This is an optimization exercise on Yosys and OpenROAD, whose aim is small area and a short achievable clock period, not a production implementation. Function was not checked in any run shown here: the RTL went through the layout flow alone.

==> flow/design.v (outline; a module is shown in full before it is edited, if it fits) <==
// module fa: 4 lines
// module ha: 4 lines
// module multiplier: 1232 lines
// module divider: 29 lines
module divider (input logic [15:0] N,D,IA0,IA1,IA2,IA3,
                input logic clk, reset, kSave, nSave, dSave, kNextSel,
                input logic [1:0] muxSelB,
                output logic [15:0] quotient, remainder);
  // ...
==> flow/flow/run.sh <==
#!/bin/bash
# Own layout flow: the standard flow (standard.sh) with two changes:
#  - the full-adder and half-adder modules (fa, ha) are kept as their own modules through
#    synthesis, so each becomes one sky130 fa/ha cell, and the netlist is flattened at the end
#    as the standard synthesis does;
#  - port buffers are buf_2 cells instead of the default delay-buffer cell.
set -euo pipefail
W=$PWD
export SYNTH_KEEP_MODULES="fa ha"
export BUFFER_PORTS_ARGS="-buffer_cell sky130_fd_sc_hd__buf_2"
export SETUP_SLACK_MARGIN=8
export ABC_AREA=1
bash "$W/standard.sh" > "$W/standard_flow.log" 2>&1
==> flow/standard.sh <==
#!/bin/bash
# synth_recipe.tcl (not shown) runs the flow's synth.tcl, then flattens the netlist and writes it again
# the make line also repeats each setting of config.mk as NAME=value (left out here)
make -C /OpenROAD-flow-scripts/flow DESIGN_CONFIG=/design/flow/config.mk WORK_HOME=/design/flow/orfs CLKGATE_MAP_FILE= SYNTH_SCRIPT=/design/flow/synth_recipe.tcl "${@:-finish}"
==> flow/config.mk <==
export PLATFORM = sky130hd
export DESIGN_NAME = divider
export DESIGN_NICKNAME = divider
export VERILOG_FILES = /design/flow/design.v
export SDC_FILE = /design/flow/constraint.sdc
export NUM_CORES = 4
export LEC_CHECK = 0
export CAP_MARGIN = 20
export CORE_MARGIN = 2
export CORE_UTILIZATION = 40
export SLEW_MARGIN = 20
==> flow/constraint.sdc <==
create_clock -name core_clock -period 18.0 [get_ports {clk}]
set_input_delay 3.6000 -clock core_clock [delete_from_list [all_inputs] [get_ports {clk}]]
set_output_delay 3.6000 -clock core_clock [all_outputs]
set_load 0.01 [all_outputs]
==> results.py, run 1 <==
metrics = {
    "floorplanning": {
        "die_h_um": 158,
        "core_area_sq_um": 23300,
        "die-area_sq_um": 24800,
    },
    "cells_and_area": {
        "final_cell_mix": "o22ai_1 (127), xor2_1 (125), nand2_1 (124), buf_2 (116), fa_1 (115)",
        "buf_share_pct": 8.36,
        "diodes": 0,
        "multi_input_area_share_pct": 63.9,
        "multi_input_area_sq_um": 6940,
        "final_util_pct": 46.6,
        "seqCellArea_sq_um": 1920,
    },
    "sta": {
        "finalSetupViolCount": 0,
        "slew_violations": 0,
        "worst_clock_skew_ns": 0.00450,
        "max_slew.worst_pin.slew_ns": 0.914,
    },
    "setup_path": {
        "r2r-end": "k[14]",
        "required_ns": 18.06,
        "cp_common_cell": "fa_1",
        "r2r_start": "n[5]",
    },
    "cts": {
        "cts_setup_buffers": 4,
        "cts_made_buffers": 9,
        "cts_max_path_buffers": 2,
        "clk_pin_slew_worst_paths_ns": 0.05,
    },
    "grt": {
        "antenna_found_initial": 0,
        "busiest_layer": "met2",
        "track_usage_pct": 22.2,
    },
    "run_status": {
        "status": "finished clean",
    },
    "route": {
        "wl_met2_mm": 13.5,
        "dr.max_layer_used": "met4",
        "drtAntennaViolNets": 0,
    },
    "synthesis": {
        "ys_ff_latch": 64,
        "yosys_most_used_dff": "edfxtp_1",
        "synth_warnings": 1,
        "yosys.area_share.simple_pct": 12.2,
        "seq_area_frac_synth_pct": 20.4,
    },
    "place": {
        "placed_cell_area_sq_um": 10200,
    },
}
==> inputs of run 2 (changes only) <==
--- a/flow/design.v
+++ b/flow/design.v
@@ -1106,141 +1106,210 @@
   assign gg1_27 = g0[27] | (p0[27] & g0[26]);
   assign pp1_27 = p0[27] & p0[26];
   logic gg1_29, pp1_29;
   assign gg1_29 = g0[29] | (p0[29] & g0[28]);
   assign pp1_29 = p0[29] & p0[28];
   logic gg1_31, pp1_31;
   assign gg1_31 = g0[31] | (p0[31] & g0[30]);
   assign pp1_31 = p0[31] & p0[30];
+  logic gg2_2, pp2_2;
+  assign gg2_2 = g0[2] | (p0[2] & gg1_1);
+  assign pp2_2 = p0[2] & pp1_1;
   logic gg2_3, pp2_3;
   assign gg2_3 = gg1_3 | (pp1_3 & gg1_1);
   assign pp2_3 = pp1_3 & pp1_1;
+  logic gg2_6, pp2_6;
+  assign gg2_6 = g0[6] | (p0[6] & gg1_5);
+  assign pp2_6 = p0[6] & pp1_5;
   logic gg2_7, pp2_7;
   assign gg2_7 = gg1_7 | (pp1_7 & gg1_5);
   assign pp2_7 = pp1_7 & pp1_5;
+  logic gg2_10, pp2_10;
+  assign gg2_10 = g0[10] | (p0[10] & gg1_9);
+  assign pp2_10 = p0[10] & pp1_9;
   logic gg2_11, pp2_11;
   assign gg2_11 = gg1_11 | (pp1_11 & gg1_9);
   assign pp2_11 = pp1_11 & pp1_9;
+  logic gg2_14, pp2_14;
+  assign gg2_14 = g0[14] | (p0[14] & gg1_13);
+  assign pp2_14 = p0[14] & pp1_13;
   logic gg2_15, pp2_15;
   assign gg2_15 = gg1_15 | (pp1_15 & gg1_13);
   assign pp2_15 = pp1_15 & pp1_13;
+  logic gg2_18, pp2_18;
+  assign gg2_18 = g0[18] | (p0[18] & gg1_17);
+  assign pp2_18 = p0[18] & pp1_17;
   logic gg2_19, pp2_19;
   assign gg2_19 = gg1_19 | (pp1_19 & gg1_17);
   assign pp2_19 = pp1_19 & pp1_17;
+  logic gg2_22, pp2_22;
+  assign gg2_22 = g0[22] | (p0[22] & gg1_21);
+  assign pp2_22 = p0[22] & pp1_21;
   logic gg2_23, pp2_23;
   assign gg2_23 = gg1_23 | (pp1_23 & gg1_21);
   assign pp2_23 = pp1_23 & pp1_21;
+  logic gg2_26, pp2_26;
+  assign gg2_26 = g0[26] | (p0[26] & gg1_25);
+  assign pp2_26 = p0[26] & pp1_25;
   logic gg2_27, pp2_27;
   assign gg2_27 = gg1_27 | (pp1_27 & gg1_25);
   assign pp2_27 = pp1_27 & pp1_25;
+  logic gg2_30, pp2_30;
+  assign gg2_30 = g0[30] | (p0[30] & gg1_29);
+  assign pp2_30 = p0[30] & pp1_29;
   logic gg2_31, pp2_31;
   assign gg2_31 = gg1_31 | (pp1_31 & gg1_29);
   assign pp2_31 = pp1_31 & pp1_29;
+  logic gg3_4, pp3_4;
+  assign gg3_4 = g0[4] | (p0[4] & gg2_3);
+  assign pp3_4 = p0[4] & pp2_3;
+  logic gg3_5, pp3_5;
+  assign gg3_5 = gg1_5 | (pp1_5 & gg2_3);
+  assign pp3_5 = pp1_5 & pp2_3;
+  logic gg3_6, pp3_6;
+  assign gg3_6 = gg2_6 | (pp2_6 & gg2_3);
+  assign pp3_6 = pp2_6 & pp2_3;
   logic gg3_7, pp3_7;
   assign gg3_7 = gg2_7 | (pp2_7 & gg2_3);
   assign pp3_7 = pp2_7 & pp2_3;
+  logic gg3_12, pp3_12;
+  assign gg3_12 = g0[12] | (p0[12] & gg2_11);
+  assign pp3_12 = p0[12] & pp2_11;
+  logic gg3_13, pp3_13;
+  assign gg3_13 = gg1_13 | (pp1_13 & gg2_11);
+  assign pp3_13 = pp1_13 & pp2_11;
+  logic gg3_14, pp3_14;
+  assign gg3_14 = gg2_14 | (pp2_14 & gg2_11);
+  assign pp3_14 = pp2_14 & pp2_11;
   logic gg3_15, pp3_15;
   assign gg3_15 = gg2_15 | (pp2_15 & gg2_11);
   assign pp3_15 = pp2_15 & pp2_11;
+  logic gg3_20, pp3_20;
+  assign gg3_20 = g0[20] | (p0[20] & gg2_19);
+  assign pp3_20 = p0[20] & pp2_19;
+  logic gg3_21, pp3_21;
+  assign gg3_21 = gg1_21 | (pp1_21 & gg2_19);
+  assign pp3_21 = pp1_21 & pp2_19;
+  logic gg3_22, pp3_22;
+  assign gg3_22 = gg2_22 | (pp2_22 & gg2_19);
+  assign pp3_22 = pp2_22 & pp2_19;
   logic gg3_23, pp3_23;
   assign gg3_23 = gg2_23 | (pp2_23 & gg2_19);
   assign pp3_23 = pp2_23 & pp2_19;
+  logic gg3_28, pp3_28;
+  assign gg3_28 = g0[28] | (p0[28] & gg2_27);
+  assign pp3_28 = p0[28] & pp2_27;
+  logic gg3_29, pp3_29;
+  assign gg3_29 = gg1_29 | (pp1_29 & gg2_27);
+  assign pp3_29 = pp1_29 & pp2_27;
+  logic gg3_30, pp3_30;
+  assign gg3_30 = gg2_30 | (pp2_30 & gg2_27);
+  assign pp3_30 = pp2_30 & pp2_27;
   logic gg3_31, pp3_31;
   assign gg3_31 = gg2_31 | (pp2_31 & gg2_27);
   assign pp3_31 = pp2_31 & pp2_27;
+  logic gg4_8, pp4_8;
+  assign gg4_8 = g0[8] | (p0[8] & gg3_7);
+  assign pp4_8 = p0[8] & pp3_7;
+  logic gg4_9, pp4_9;
+  assign gg4_9 = gg1_9 | (pp1_9 & gg3_7);
+  assign pp4_9 = pp1_9 & pp3_7;
+  logic gg4_10, pp4_10;
+  assign gg4_10 = gg2_10 | (pp2_10 & gg3_7);
+  assign pp4_10 = pp2_10 & pp3_7;
+  logic gg4_11, pp4_11;
+  assign gg4_11 = gg2_11 | (pp2_11 & gg3_7);
+  assign pp4_11 = pp2_11 & pp3_7;
+  logic gg4_12, pp4_12;
+  assign gg4_12 = gg3_12 | (pp3_12 & gg3_7);
+  assign pp4_12 = pp3_12 & pp3_7;
+  logic gg4_13, pp4_13;
+  assign gg4_13 = gg3_13 | (pp3_13 & gg3_7);
+  assign pp4_13 = pp3_13 & pp3_7;
+  logic gg4_14, pp4_14;
+  assign gg4_14 = gg3_14 | (pp3_14 & gg3_7);
+  assign pp4_14 = pp3_14 & pp3_7;
   logic gg4_15, pp4_15;
   assign gg4_15 = gg3_15 | (pp3_15 & gg3_7);
   assign pp4_15 = pp3_15 & pp3_7;
+  logic gg4_24, pp4_24;
+  assign gg4_24 = g0[24] | (p0[24] & gg3_23);
+  assign pp4_24 = p0[24] & pp3_23;
+  logic gg4_25, pp4_25;
+  assign gg4_25 = gg1_25 | (pp1_25 & gg3_23);
+  assign pp4_25 = pp1_25 & pp3_23;
+  logic gg4_26, pp4_26;
+  assign gg4_26 = gg2_26 | (pp2_26 & gg3_23);
+  assign pp4_26 = pp2_26 & pp3_23;
+  logic gg4_27, pp4_27;
+  assign gg4_27 = gg2_27 | (pp2_27 & gg3_23);
+  assign pp4_27 = pp2_27 & pp3_23;
+  logic gg4_28, pp4_28;
+  assign gg4_28 = gg3_28 | (pp3_28 & gg3_23);
+  assign pp4_28 = pp3_28 & pp3_23;
+  logic gg4_29, pp4_29;
+  assign gg4_29 = gg3_29 | (pp3_29 & gg3_23);
+  assign pp4_29 = pp3_29 & pp3_23;
+  logic gg4_30, pp4_30;
+  assign gg4_30 = gg3_30 | (pp3_30 & gg3_23);
+  assign pp4_30 = pp3_30 & pp3_23;
   logic gg4_31, pp4_31;
   assign gg4_31 = gg3_31 | (pp3_31 & gg3_23);
   assign pp4_31 = pp3_31 & pp3_23;
+  logic gg5_16, pp5_16;
+  assign gg5_16 = g0[16] | (p0[16] & gg4_15);
+  assign pp5_16 = p0[16] & pp4_15;
+  logic gg5_17, pp5_17;
+  assign gg5_17 = gg1_17 | (pp1_17 & gg4_15);
+  assign pp5_17 = pp1_17 & pp4_15;
+  logic gg5_18, pp5_18;
+  assign gg5_18 = gg2_18 | (pp2_18 & gg4_15);
+  assign pp5_18 = pp2_18 & pp4_15;
+  logic gg5_19, pp5_19;
+  assign gg5_19 = gg2_19 | (pp2_19 & gg4_15);
+  assign pp5_19 = pp2_19 & pp4_15;
+  logic gg5_20, pp5_20;
+  assign gg5_20 = gg3_20 | (pp3_20 & gg4_15);
+  assign pp5_20 = pp3_20 & pp4_15;
+  logic gg5_21, pp5_21;
+  assign gg5_21 = gg3_21 | (pp3_21 & gg4_15);
+  assign pp5_21 = pp3_21 & pp4_15;
+  logic gg5_22, pp5_22;
+  assign gg5_22 = gg3_22 | (pp3_22 & gg4_15);
+  assign pp5_22 = pp3_22 & pp4_15;
+  logic gg5_23, pp5_23;
+  assign gg5_23 = gg3_23 | (pp3_23 & gg4_15);
+  assign pp5_23 = pp3_23 & pp4_15;
+  logic gg5_24, pp5_24;
+  assign gg5_24 = gg4_24 | (pp4_24 & gg4_15);
+  assign pp5_24 = pp4_24 & pp4_15;
+  logic gg5_25, pp5_25;
+  assign gg5_25 = gg4_25 | (pp4_25 & gg4_15);
+  assign pp5_25 = pp4_25 & pp4_15;
+  logic gg5_26, pp5_26;
+  assign gg5_26 = gg4_26 | (pp4_26 & gg4_15);
+  assign pp5_26 = pp4_26 & pp4_15;
+  logic gg5_27, pp5_27;
+  assign gg5_27 = gg4_27 | (pp4_27 & gg4_15);
+  assign pp5_27 = pp4_27 & pp4_15;
+  logic gg5_28, pp5_28;
+  assign gg5_28 = gg4_28 | (pp4_28 & gg4_15);
+  assign pp5_28 = pp4_28 & pp4_15;
+  logic gg5_29, pp5_29;
+  assign gg5_29 = gg4_29 | (pp4_29 & gg4_15);
+  assign pp5_29 = pp4_29 & pp4_15;
+  logic gg5_30, pp5_30;
+  assign gg5_30 = gg4_30 | (pp4_30 & gg4_15);
+  assign pp5_30 = pp4_30 & pp4_15;
   logic gg5_31, pp5_31;
   assign gg5_31 = gg4_31 | (pp4_31 & gg4_15);
   assign pp5_31 = pp4_31 & pp4_15;
-  logic gg7_23, pp7_23;
-  assign gg7_23 = gg3_23 | (pp3_23 & gg4_15);
-  assign pp7_23 = pp3_23 & pp4_15;
-  logic gg8_11, pp8_11;
-  assign gg8_11 = gg2_11 | (pp2_11 & gg3_7);
-  assign pp8_11 = pp2_11 & pp3_7;
-  logic gg8_19, pp8_19;
-  assign gg8_19 = gg2_19 | (pp2_19 & gg4_15);
-  assign pp8_19 = pp2_19 & pp4_15;
-  logic gg8_27, pp8_27;
-  assign gg8_27 = gg2_27 | (pp2_27 & gg7_23);
-  assign pp8_27 = pp2_27 & pp7_23;
-  logic gg9_5, pp9_5;
-  assign gg9_5 = gg1_5 | (pp1_5 & gg2_3);
-  assign pp9_5 = pp1_5 & pp2_3;
-  logic gg9_9, pp9_9;
-  assign gg9_9 = gg1_9 | (pp1_9 & gg3_7);
-  assign pp9_9 = pp1_9 & pp3_7;
-  logic gg9_13, pp9_13;
-  assign gg9_13 = gg1_13 | (pp1_13 & gg8_11);
-  assign pp9_13 = pp1_13 & pp8_11;
-  logic gg9_17, pp9_17;
-  assign gg9_17 = gg1_17 | (pp1_17 & gg4_15);
-  assign pp9_17 = pp1_17 & pp4_15;
-  logic gg9_21, pp9_21;
-  assign gg9_21 = gg1_21 | (pp1_21 & gg8_19);
-  assign pp9_21 = pp1_21 & pp8_19;
-  logic gg9_25, pp9_25;
-  assign gg9_25 = gg1_25 | (pp1_25 & gg7_23);
-  assign pp9_25 = pp1_25 & pp7_23;
-  logic gg9_29, pp9_29;
-  assign gg9_29 = gg1_29 | (pp1_29 & gg8_27);
-  assign pp9_29 = pp1_29 & pp8_27;
-  logic gg10_2, pp10_2;
-  assign gg10_2 = g0[2] | (p0[2] & gg1_1);
-  assign pp10_2 = p0[2] & pp1_1;
-  logic gg10_4, pp10_4;
-  assign gg10_4 = g0[4] | (p0[4] & gg2_3);
-  assign pp10_4 = p0[4] & pp2_3;
-  logic gg10_6, pp10_6;
-  assign gg10_6 = g0[6] | (p0[6] & gg9_5);
-  assign pp10_6 = p0[6] & pp9_5;
-  logic gg10_8, pp10_8;
-  assign gg10_8 = g0[8] | (p0[8] & gg3_7);
-  assign pp10_8 = p0[8] & pp3_7;
-  logic gg10_10, pp10_10;
-  assign gg10_10 = g0[10] | (p0[10] & gg9_9);
-  assign pp10_10 = p0[10] & pp9_9;
-  logic gg10_12, pp10_12;
-  assign gg10_12 = g0[12] | (p0[12] & gg8_11);
-  assign pp10_12 = p0[12] & pp8_11;
-  logic gg10_14, pp10_14;
-  assign gg10_14 = g0[14] | (p0[14] & gg9_13);
-  assign pp10_14 = p0[14] & pp9_13;
-  logic gg10_16, pp10_16;
-  assign gg10_16 = g0[16] | (p0[16] & gg4_15);
-  assign pp10_16 = p0[16] & pp4_15;
-  logic gg10_18, pp10_18;
-  assign gg10_18 = g0[18] | (p0[18] & gg9_17);
-  assign pp10_18 = p0[18] & pp9_17;
-  logic gg10_20, pp10_20;
-  assign gg10_20 = g0[20] | (p0[20] & gg8_19);
-  assign pp10_20 = p0[20] & pp8_19;
-  logic gg10_22, pp10_22;
-  assign gg10_22 = g0[22] | (p0[22] & gg9_21);
-  assign pp10_22 = p0[22] & pp9_21;
-  logic gg10_24, pp10_24;
-  assign gg10_24 = g0[24] | (p0[24] & gg7_23);
-  assign pp10_24 = p0[24] & pp7_23;
-  logic gg10_26, pp10_26;
-  assign gg10_26 = g0[26] | (p0[26] & gg9_25);
-  assign pp10_26 = p0[26] & pp9_25;
-  logic gg10_28, pp10_28;
-  assign gg10_28 = g0[28] | (p0[28] & gg8_27);
-  assign pp10_28 = p0[28] & pp8_27;
-  logic gg10_30, pp10_30;
-  assign gg10_30 = g0[30] | (p0[30] & gg9_29);
-  assign pp10_30 = p0[30] & pp9_29;
   assign sum[0] = p0[0];
-  assign sum[31:1] = p0[31:1] ^ {gg10_30, gg9_29, gg10_28, gg8_27, gg10_26, gg9_25, gg10_24, gg7_23, gg10_22, gg9_21, gg10_20, gg8_19, gg10_18, gg9_17, gg10_16, gg4_15, gg10_14, gg9_13, gg10_12, gg8_11, gg10_10, gg9_9, gg10_8, gg3_7, gg10_6, gg9_5, gg10_4, gg2_3, gg10_2, gg1_1, g0[0]};
+  assign sum[31:1] = p0[31:1] ^ {gg5_30, gg5_29, gg5_28, gg5_27, gg5_26, gg5_25, gg5_24, gg5_23, gg5_22, gg5_21, gg5_20, gg5_19, gg5_18, gg5_17, gg5_16, gg4_15, gg4_14, gg4_13, gg4_12, gg4_11, gg4_10, gg4_9, gg4_8, gg3_7, gg3_6, gg3_5, gg3_4, gg2_3, gg2_2, gg1_1, g0[0]};
   assign p = sum[30:15];
 endmodule
 module divider (input logic [15:0] N,D,IA0,IA1,IA2,IA3,
                 input logic clk, reset, kSave, nSave, dSave, kNextSel,
                 input logic [1:0] muxSelB,
                 output logic [15:0] quotient, remainder);
   logic [15:0] n, d, k, left, right, p;
   logic s0, s1, s2, s3, sk;
==> run 2 against run 1 <==
Net effect: still clean on timing, DRC and antenna; setup slack better by 0.048 ns; clock skew hardly changed; final cell count is 7.7% higher; core utilization increased by 0.82 points; synthesized cell count is 11% higher; flip-flop and latch count did not move; clock-buffer cell count shrank 3; final area up 2.4%; critical path type unchanged; largest cell class unchanged.
==> results.py, run 2 <==
metrics = {
    "grt": {
        "track_usage_pct": 23.1,
        "grt_max_degree": 39,
        "first_global_vias": 8349,
        "use_met2_pct": 37.5,
        "grt-ovfl-total": 0,
        "antenna_found_initial": 0,
        "gr-usage-met1_pct": 30.4,
        "busiest_layer": "met2",
        "grt_first_pass_wirelength_mm": 45.4,
        "met3_usage_pct": 5.17,
    },
    "synthesis": {
        "synth.distinct_cells": 46,
        "syn_area_per_cell_sq_um": 8.64,
        "synth_edf_count": 64,
        "ys_ff_latch": 64,
        "synth-adder-area-share_pct": 29.9,
        "seq_area_frac_synth_pct": 20.1,
        "synth_common_cells": "nand2_1 (199), o22ai_1 (116), fa_1 (109)",
        "synth_top_family_by_area": "adder cells",
        "yosys-top-cells-area": "fa_1 (23%), edfxtp_1 (20%), nand2_1 (7.8%)",
        "yosys.area.top_type": "fa_1",
        "synth_top_area_share_pct": 22.8,
        "muxShareOfSynthArea_pct": 0,
        "syn_area_sq_um": 9580,
        "synth_compound_area_share_pct": 15.1,
        "synth_warnings": 1,
        "synth.most_common_cell": "nand2_1",
        "synthArstFlopShare_pct": 0,
        "synth_xor_area_share_pct": 10.4,
        "syn_inst": 1109,
        "yosys_most_used_dff": "edfxtp_1",
        "yosys.area_share.simple_pct": 16.3,
    },
    "sta": {
        "max_slew_margin_pct": 45.1,
        "totalNegativeSetupSlack_ns": 0,
        "worst_hold_slack_ns": 0.541,
        "max_slew.worst_pin.slew_ns": 0.823,
        "hold_viol": 0,
        "finalCriticalPeriod_ns": 9.61,
        "worst_clock_skew_ns": 0.00460,
        "finalSetupViolCount": 0,
        "rsz0062_at_grt": "false",
        "period_share_pct": 53.4,
        "fmax_mhz": 104,
        "slew_violations": 0,
    },
    "setup_path": {
        "r2r_start": "n[1]",
        "required_ns": 18.07,
        "end_kind": "flop",
        "path_max_fanout": 26,
        "worst_setup_path_start_kind": "input pin",
        "crit_start": "muxSelB[1]",
        "arrival_ns": 9.68,
        "critPathKind": "in2reg",
    },
    "route": {
        "wl_mm": 29.9,
        "vias_per_cell": 5.49,
        "drtAntennaViolNets": 0,
        "drt_pass1_iterations": 6,
        "drc_errors": 0,
        "drt_iter0_drc": 681,
        "vias": 8549,
        "wl_per_cell_um": 19.2,
    },
    "min_path": {
        "hp-class": "reg2reg",
        "min_from": "n[9]",
    },
    "cts": {
        "cts_max_path_buffers": 2,
        "insertion_delay_ns": 0.33,
        "cts_hold_buf": 0,
        "cts_tree": "yes",
        "cts.sinks": 64,
        "h-tree-depth": 3,
        "clockRootBuffer": "clkbuf_16",
        "cts_made_buffers": 9,
        "clk_pin_slew_worst_paths_ns": 0.05,
    },
    "cells_and_area": {
        "final_cell_mix": "nand2_1 (197), buf_2 (118), o22ai_1 (116), fa_1 (109), nor2_1 (91)",
        "final_cells": 1558,
        "diodes": 0,
        "fillers": 2320,
        "final_util_pct": 47.4,
        "final_common_cell": "nand2_1",
        "area_growth_pct": 16.1,
        "drive_gt1_share_pct": 20.3,
        "nNetsFinal": 1502,
    },
    "place": {
        "gp_congestion": 0.935,
        "hpwl_mm": 23.6,
        "port_buffers": 119,
        "dp_cells": 1501,
    },
    "floorplanning": {
        "initial_core_util_pct": 40.8,
        "io_pins": 136,
        "die_h_um": 159,
        "die-area_sq_um": 25200,
        "row_count": 56,
        "fp.dieW_um": 159,
        "core_area_sq_um": 23500,
    },
    "run_status": {
        "status": "finished clean",
    },
    "flow_run": {
        "maxCapViolCount": 0,
    },
}
==> run 2: final cells by class <==
| class | count | area, sq um | share of cell area (%) |
|---|---|---|---|
| clock inverter | 7 | 144 | 1.29 |
| tap | 319 | 399 | 3.59 |
| multi-input combinational | 890 | 7030 | 63.2 |
| clock buffer | 9 | 225 | 2.02 |
| sequential | 64 | 1920 | 17.3 |
| inverter | 107 | 423 | 3.80 |
| timing repair buffer | 162 | 983 | 8.84 |
==> run 2: final timing paths <==
check / end / slack [ns] / cells after the start
max reg2reg: k[15] / 11.72 / 27
min reg2reg: quotient[9] / 0.54 / 2
max: k[15] / 8.39 / 26
min: quotient[9] / 0.54 / 2
==> run 2: through the flow <==
| stage | cell area (sq um) | setup WS [ns] |
|---|---|---|
| final | 11100 | 8.39 |
| after global routing | 11100 | 8.00 |
| after CTS | 10800 | 8.05 |
| after detailed placement | 10300 | 7.07 |
| after global placement | 10300 | 7.27 |
| after floorplan | 9640 | 8.87 |
==> run 2: repair_timing <==
item                       in CTS  in global routing
cloned                          0                  0
setup endpoints to repair      39                 38
resized for setup               5                 22
buffers inserted               11                 30
pin swaps                       2                  6
==> run 2: worst max-delay path: stages <==
cell	delay (ns)
buf_2	0.19
nand2_4	0.30
o2111ai_1	0.23
o21ai_2	0.23
inv_1	0.17
ha_1	0.38
clkinvlp_4	0.30
o22ai_1	0.34
fa_1	0.49
fa_1	0.46
fa_1	0.54
fa_1	0.41
ha_1	0.35
a21oi_1	0.24
nor2_1	0.06
nor2_1	0.17
nor2_1	0.06
nor2_1	0.22
inv_1	0.12
nand2_1	0.08
nand2_1	0.18
inv_1	0.15
o21a_1	0.15
nand3_1	0.08
nand2_1	0.10
nor2_1	0.04
==> run 2: modules after synthesis, one instance, submodules excluded <==
module,flip-flops and latches,times used,cells,area [sq um]
fa,0,108,1,20.0
divider,64,1,984,7210
ha,0,17,1,12.5
==> run 2: kinds of logic (layout without fill, tap and decap cells) <==
| group | after synthesis | after routing |
|---|---|---|
| DFF | 64 | 64 |
| buffers and inverters | 170 | 285 |
| AOI/OAI and AO/OA | 234 | 234 |
| xor gates and xnor gates | 114 | 114 |
| adders and majority gates | 164 | 164 |
| and+or+nand+nor | 362 | 362 |
| other | 1 | 16 |
==> run 2: routing by layer <==
| layer | share of wire [%] | vias to the layer above |
|---|---|---|
| li1 | - | 3981 |
| met1 | 42 | 4107 |
| met2 | 47 | 403 |
| met3 | 8.2 | 58 |
| met4 | 3.1 | 0 |
| met5 | 0 | - |

[separate check: timing with driven ports]
The results above use ideal ports. As a check the final layouts listed here were re-extracted and re-timed, cells and wires unchanged.
Step 1 (the two cells are an assumption about what drives the block):
set clk [get_ports {clk}]
set_driving_cell -lib_cell sky130_fd_sc_hd__clkbuf_16 $clk
set_driving_cell -lib_cell sky130_fd_sc_hd__buf_2 [delete_from_list [all_inputs] $clk]
Step 2, shift: input delay + t, output delay - t, t = (earliest + latest rising clock arrival at the registers) / 2. This alone moves slack from input paths to output paths.
Slacks: no drivers / after step 1 / after step 2; pairs: no drivers / after step 1.
run	t (ns)	setup WS [ns]	latest minus earliest clock arrival (ns)	pins driven straight from the clock port
run 1	0.352	8.339 / 8.350 / 7.998	0.004 / 0.004	1
run 2	0.362	8.387 / 8.400 / 8.038	0.005 / 0.004	1
After both steps setup and hold are still met in every run listed. For run 2, which loses most, drivers alone change the setup slack by +0.013 ns; drivers and shift together by -0.349 ns.
